Context: an optimization exercise on an open-source flow, tuned for small area. The choices shown serve that exercise and are no tape-out recipe.
Power figures rest on the tool's default switching activity, not on a simulated workload.

==> inputs of amber <==
==> flow/design.v <==
module tm1638_bus (
clk,
reset_n,
din,
dout,
wr,
rd,
addr,
spi_di,
spi_clk,
spi_cs_n,
spi_dir,
spi_do,
cs_tm1638
);
input wire        clk;
input wire        reset_n;
input wire        spi_di;
output wire       spi_clk;
output wire       spi_cs_n;
output wire       spi_dir;
output wire       spi_do;
output reg        cs_tm1638;
input wire  [7:0] din;
output reg  [7:0] dout;
input wire        wr;
input wire        rd;
input wire [15:0] addr;
reg [7:0] dig_1, dig_2, dig_3, dig_4, dig_5, dig_6, dig_7, dig_8;
reg [7:0] leds;
reg       disp_on;
reg [2:0] bright;
reg [7:0] buttons;
wire page = (addr[15:4] == 12'hff0);
wire wen  = page & wr;
wire [7:0] wd = din & {8{reset_n}};
wire [3:0] wc = din[3:0] | {4{~reset_n}};
always @(posedge clk) if (~reset_n | (wen & addr[3:0] == 4'd0)) dig_1 <= wd;
always @(posedge clk) if (~reset_n | (wen & addr[3:0] == 4'd1)) dig_2 <= wd;
always @(posedge clk) if (~reset_n | (wen & addr[3:0] == 4'd2)) dig_3 <= wd;
always @(posedge clk) if (~reset_n | (wen & addr[3:0] == 4'd3)) dig_4 <= wd;
always @(posedge clk) if (~reset_n | (wen & addr[3:0] == 4'd4)) dig_5 <= wd;
always @(posedge clk) if (~reset_n | (wen & addr[3:0] == 4'd5)) dig_6 <= wd;
always @(posedge clk) if (~reset_n | (wen & addr[3:0] == 4'd6)) dig_7 <= wd;
always @(posedge clk) if (~reset_n | (wen & addr[3:0] == 4'd7)) dig_8 <= wd;
always @(posedge clk) if (~reset_n | (wen & addr[3:0] == 4'd8)) leds  <= wd;
always @(posedge clk) if (~reset_n | (wen & addr[3:0] == 4'd15)) {disp_on, bright} <= wc;
always @* begin
  cs_tm1638 = rd & page;
  case (addr[3:0])
    4'd0: dout = dig_1;
    4'd1: dout = dig_2;
    4'd2: dout = dig_3;
    4'd3: dout = dig_4;
    4'd4: dout = dig_5;
    4'd5: dout = dig_6;
    4'd6: dout = dig_7;
    4'd7: dout = dig_8;
    4'd8: dout = leds;
    4'd15: dout = {4'b0, disp_on, bright};
    default: dout = buttons;
  endcase
end
reg [5:0] div;
reg [3:0] t;
reg [4:0] slot;
reg       gap;
reg [7:0] shift;
localparam S_C0 = 5'd0, S_L8 = 5'd16, S_42 = 5'd17, S_RX1 = 5'd18, S_RX4 = 5'd21,
           S_CTRL = 5'd22, S_40 = 5'd23;
wire tick  = (div == 6'd14);
wire first = (div == 6'd46);
wire rx    = (slot >= S_RX1) & (slot <= S_RX4);
wire last  = (t == 4'd15);
always @(posedge clk) begin
  if (~reset_n) div <= 6'd46;
  else div <= {div[4:0], div[5] ^ div[4] ^ tick};
end
wire [4:0] slot_n = (slot == S_40) ? S_C0 : slot + 5'd1;
wire       first_n = (slot_n == S_C0) | (slot_n == S_42) | (slot_n == S_CTRL) | (slot_n == S_40);
always @(posedge clk) begin
  if (~reset_n) begin
    slot <= S_CTRL;
    gap  <= 1'b1;
    t    <= 4'd14;
  end else if (tick) begin
    if (last) begin
      if (gap) begin
        gap <= 1'b0;
        t   <= 4'd0;
      end else begin
        slot <= slot_n;
        if (first_n) begin
          gap <= 1'b1;
          t   <= 4'd14;
        end else if (slot_n == S_RX1) begin
          gap <= 1'b1;
          t   <= 4'd13;
        end else
          t <= 4'd0;
      end
    end else
      t <= t + 4'd1;
  end
end
reg [7:0] nxt;
always @* begin
  case (slot)
    5'd0:  nxt = dig_1;
    5'd1:  nxt = {7'b0, leds[7]};
    5'd2:  nxt = dig_2;
    5'd3:  nxt = {7'b0, leds[6]};
    5'd4:  nxt = dig_3;
    5'd5:  nxt = {7'b0, leds[5]};
    5'd6:  nxt = dig_4;
    5'd7:  nxt = {7'b0, leds[4]};
    5'd8:  nxt = dig_5;
    5'd9:  nxt = {7'b0, leds[3]};
    5'd10: nxt = dig_6;
    5'd11: nxt = {7'b0, leds[2]};
    5'd12: nxt = dig_7;
    5'd13: nxt = {7'b0, leds[1]};
    5'd14: nxt = dig_8;
    5'd15: nxt = {7'b0, leds[0]};
    5'd16: nxt = 8'h42;
    S_RX4: nxt = {4'h8, disp_on, bright};
    S_CTRL: nxt = gap ? {4'h8, disp_on, bright} : 8'h40;
    S_40:  nxt = 8'hC0;
    default: nxt = 8'h00;
  endcase
end
wire load   = first | (tick & ~gap & (rx ? (last & slot == S_RX4) : (t == 4'd14)));
wire samp0  = tick & ~gap & rx & (t == 4'd0);
wire samp4  = tick & ~gap & rx & (t == 4'd8);
always @(posedge clk) begin
  if (load) shift <= nxt;
  else begin
    if (samp0) shift[0] <= spi_di;
    if (samp4) shift[4] <= spi_di;
  end
end
wire kupd = (div == 6'd29) & rx & ~gap & last;
always @(posedge clk) begin
  if (~reset_n) buttons <= 8'h00;
  else if (kupd) begin
    case (slot[1:0])
      2'd2: {buttons[7], buttons[3]} <= {shift[0], shift[4]};
      2'd3: {buttons[6], buttons[2]} <= {shift[0], shift[4]};
      2'd0: {buttons[5], buttons[1]} <= {shift[0], shift[4]};
      2'd1: {buttons[4], buttons[0]} <= {shift[0], shift[4]};
    endcase
  end
end
assign spi_clk  = gap | t[0];
assign spi_cs_n = gap & (t == 4'd14) & (slot != S_RX1);
assign spi_dir  = ~rx;
assign spi_do   = shift[t[3:1]];
endmodule
==> flow/flow/run.sh <==
#!/bin/bash
# Standard ORFS layout with three changes:
#  - synthesis maps logic with an area-oriented ABC script (flow/abc_area.script);
#    everything else in synthesis (registers, flattening, renaming) is unchanged
#  - ports are buffered with the smallest buffer (buf_1)
#  - CTS uses small clock buffers and no dummy loads
set -euo pipefail
HERE=$(pwd)
F=$HERE/flow
sed "s#log_cmd abc {\*}\$abc_args#log_cmd abc -script $F/abc_area.script {*}[lrange \$abc_args 2 end]#" \
  $FLOW_HOME/scripts/synth.tcl > $HERE/synth_area.tcl
grep -q "abc_area.script" $HERE/synth_area.tcl
sed "s#source \$::env(SCRIPTS_DIR)/synth.tcl#source $HERE/synth_area.tcl#" $HERE/synth_recipe.tcl > $HERE/synth_recipe_area.tcl
grep -q "synth_area.tcl" $HERE/synth_recipe_area.tcl
export BUFFER_PORTS_ARGS="-buffer_cell sky130_fd_sc_hd__buf_1"
export CTS_ARGS="-sink_clustering_enable -repair_clock_nets -dont_use_dummy_load -buf_list {${CTS_BUFS:-sky130_fd_sc_hd__clkbuf_8}}"
bash standard.sh GPL_TIMING_DRIVEN=0 SYNTH_SCRIPT=$HERE/synth_recipe_area.tcl "BUFFER_PORTS_ARGS=$BUFFER_PORTS_ARGS" "CTS_ARGS=$CTS_ARGS" finish > $HERE/flow_make.log 2>&1
==> flow/flow/abc_area.script <==
&get -n
&st
&dch -f
&nf -R 1000
&st
&dch -f
&nf -R 1000
&st
&dch -f
&nf -R 1000
&put
==> flow/standard.sh <==
#!/bin/bash
# synth_recipe.tcl (not shown) runs the flow's synth.tcl, then flattens the netlist and writes it again
# the make line also repeats each setting of config.mk as NAME=value (left out here)
make -C /OpenROAD-flow-scripts/flow DESIGN_CONFIG=/design/flow/config.mk WORK_HOME=/design/flow/orfs CLKGATE_MAP_FILE= SYNTH_SCRIPT=/design/flow/synth_recipe.tcl "${@:-finish}"
==> flow/config.mk <==
export PLATFORM = sky130hd
export DESIGN_NAME = tm1638_bus
export DESIGN_NICKNAME = tm1638_bus
export VERILOG_FILES = /design/flow/design.v
export SDC_FILE = /design/flow/constraint.sdc
export NUM_CORES = 4
export LEC_CHECK = 0
export CAP_MARGIN = 20
export CORE_MARGIN = 2
export CORE_UTILIZATION = 40
export SLEW_MARGIN = 20
==> flow/constraint.sdc <==
create_clock -name core_clock -period 20.0 [get_ports {clk}]
set_input_delay 4.0000 -clock core_clock [delete_from_list [all_inputs] [get_ports {clk}]]
set_output_delay 4.0000 -clock core_clock [all_outputs]
set_load 0.01 [all_outputs]
==> raven: changes against amber <==
--- a/flow/design.v
+++ b/flow/design.v
@@ -68,13 +68,14 @@
 reg [7:0] shift;
 localparam S_C0 = 5'd0, S_L8 = 5'd16, S_42 = 5'd17, S_RX1 = 5'd18, S_RX4 = 5'd21,
            S_CTRL = 5'd22, S_40 = 5'd23;
-wire tick  = (div == 6'd14);
-wire first = (div == 6'd46);
+wire tick  = (div == 6'd0);
+wire first = (div == 6'd50);
 wire rx    = (slot >= S_RX1) & (slot <= S_RX4);
 wire last  = (t == 4'd15);
 always @(posedge clk) begin
-  if (~reset_n) div <= 6'd46;
-  else div <= {div[4:0], div[5] ^ div[4] ^ tick};
+  if (~reset_n) div <= 6'd50;
+  else if (tick) div <= 6'd49;
+  else div <= div - 6'd1;
 end
 wire [4:0] slot_n = (slot == S_40) ? S_C0 : slot + 5'd1;
 wire       first_n = (slot_n == S_C0) | (slot_n == S_42) | (slot_n == S_CTRL) | (slot_n == S_40);
@@ -139,7 +140,7 @@
     if (samp4) shift[4] <= spi_di;
   end
 end
-wire kupd = (div == 6'd29) & rx & ~gap & last;
+wire kupd = (div == 6'd49) & rx & ~gap & last;
 always @(posedge clk) begin
   if (~reset_n) buttons <= 8'h00;
   else if (kupd) begin
==> flow/run.sh (new file) <==
#!/bin/bash
# synth_recipe.tcl (not shown) runs the flow's synth.tcl, then flattens the netlist and writes it again
# the make line also repeats each setting of config.mk as NAME=value (left out here)
make -C /OpenROAD-flow-scripts/flow DESIGN_CONFIG=/design/flow/config.mk WORK_HOME=/design/flow/orfs CLKGATE_MAP_FILE= SYNTH_SCRIPT=/design/flow/synth_recipe.tcl finish
--- a/flow/config.mk
+++ b/flow/config.mk
@@ -8,4 +8,5 @@
 export CAP_MARGIN = 20
 export CORE_MARGIN = 2
 export CORE_UTILIZATION = 40
+export CTS_BUF_LIST = sky130_fd_sc_hd__clkbuf_8
 export SLEW_MARGIN = 20
removed: flow/flow/run.sh
removed: flow/flow/abc_area.script
removed: flow/standard.sh
==> qor summary <==
Run status: amber no timing/DRC/antenna violations; raven no timing/DRC/antenna violations
Fraction of area in multi-input gates: amber 35.1%; raven 38.7%
Cell with the largest stage delay on the worst path: amber a222oi_1; raven clkdlybuf4s50_1
F_max: amber 0.0979 GHz; raven 0.0921 GHz
Synth Cell Area: amber 4950 µm²; raven 5730 µm²
Pre-CTS worst setup slack: amber 9.87 ns; raven 9.21 ns
Xor-xnor portion of the synthesized cell area: amber 0.885%; raven 0.917%
Number of cells on the worst reg-to-reg path: amber 8; raven 5
Met3 Use GR: amber 6.80%; raven 5.72%
Die outline area: amber 13,300 µm²; raven 15,300 µm²
Number of buffers other than clock buffers in the final layout: amber 47; raven 49
Fraction of synthesized area in multiplexers: amber 0.455%; raven 12.7%
Seq group: amber 0.000268 W; raven 0.000271 W
DRC violation total after the first TritonRoute iteration: amber 568; raven 453
Vias post-DR: amber 3,997; raven 4,181
Function was not checked in any run of this note: the RTL went through the layout flow alone.

what the ideal ports hide:
Ports are ideal in the flow. The routed layouts listed here were re-timed in OpenROAD. Step 1 sets driving cells, clkbuf_16 on the clock port and buf_2 on the other inputs (assumed; they add their load-dependent delay and slew). Step 2 adds t to the input delays and takes it off the output delays; t is the mean of the earliest and latest rising clock arrival at the registers after step 1. Input paths then give back, and output paths get back, about the clock's delay inside the block. Slacks: no drivers / after step 1 / after step 2; pairs: no drivers / after step 1.
| run | t, ns | slack for setup (ns) | slew at the worst register clock pin (ns) |
|---|---|---|---|
| amber | 0.407 | 9.790 / 9.765 / 9.765 | 0.10 / 0.10 |
| raven | 0.423 | 9.145 / 9.122 / 9.122 | 0.11 / 0.11 |
After both steps setup and hold are still met in every run listed. The setup slack of amber, which loses most, moves by -0.025 ns with the drivers and by -0.025 ns with both steps.
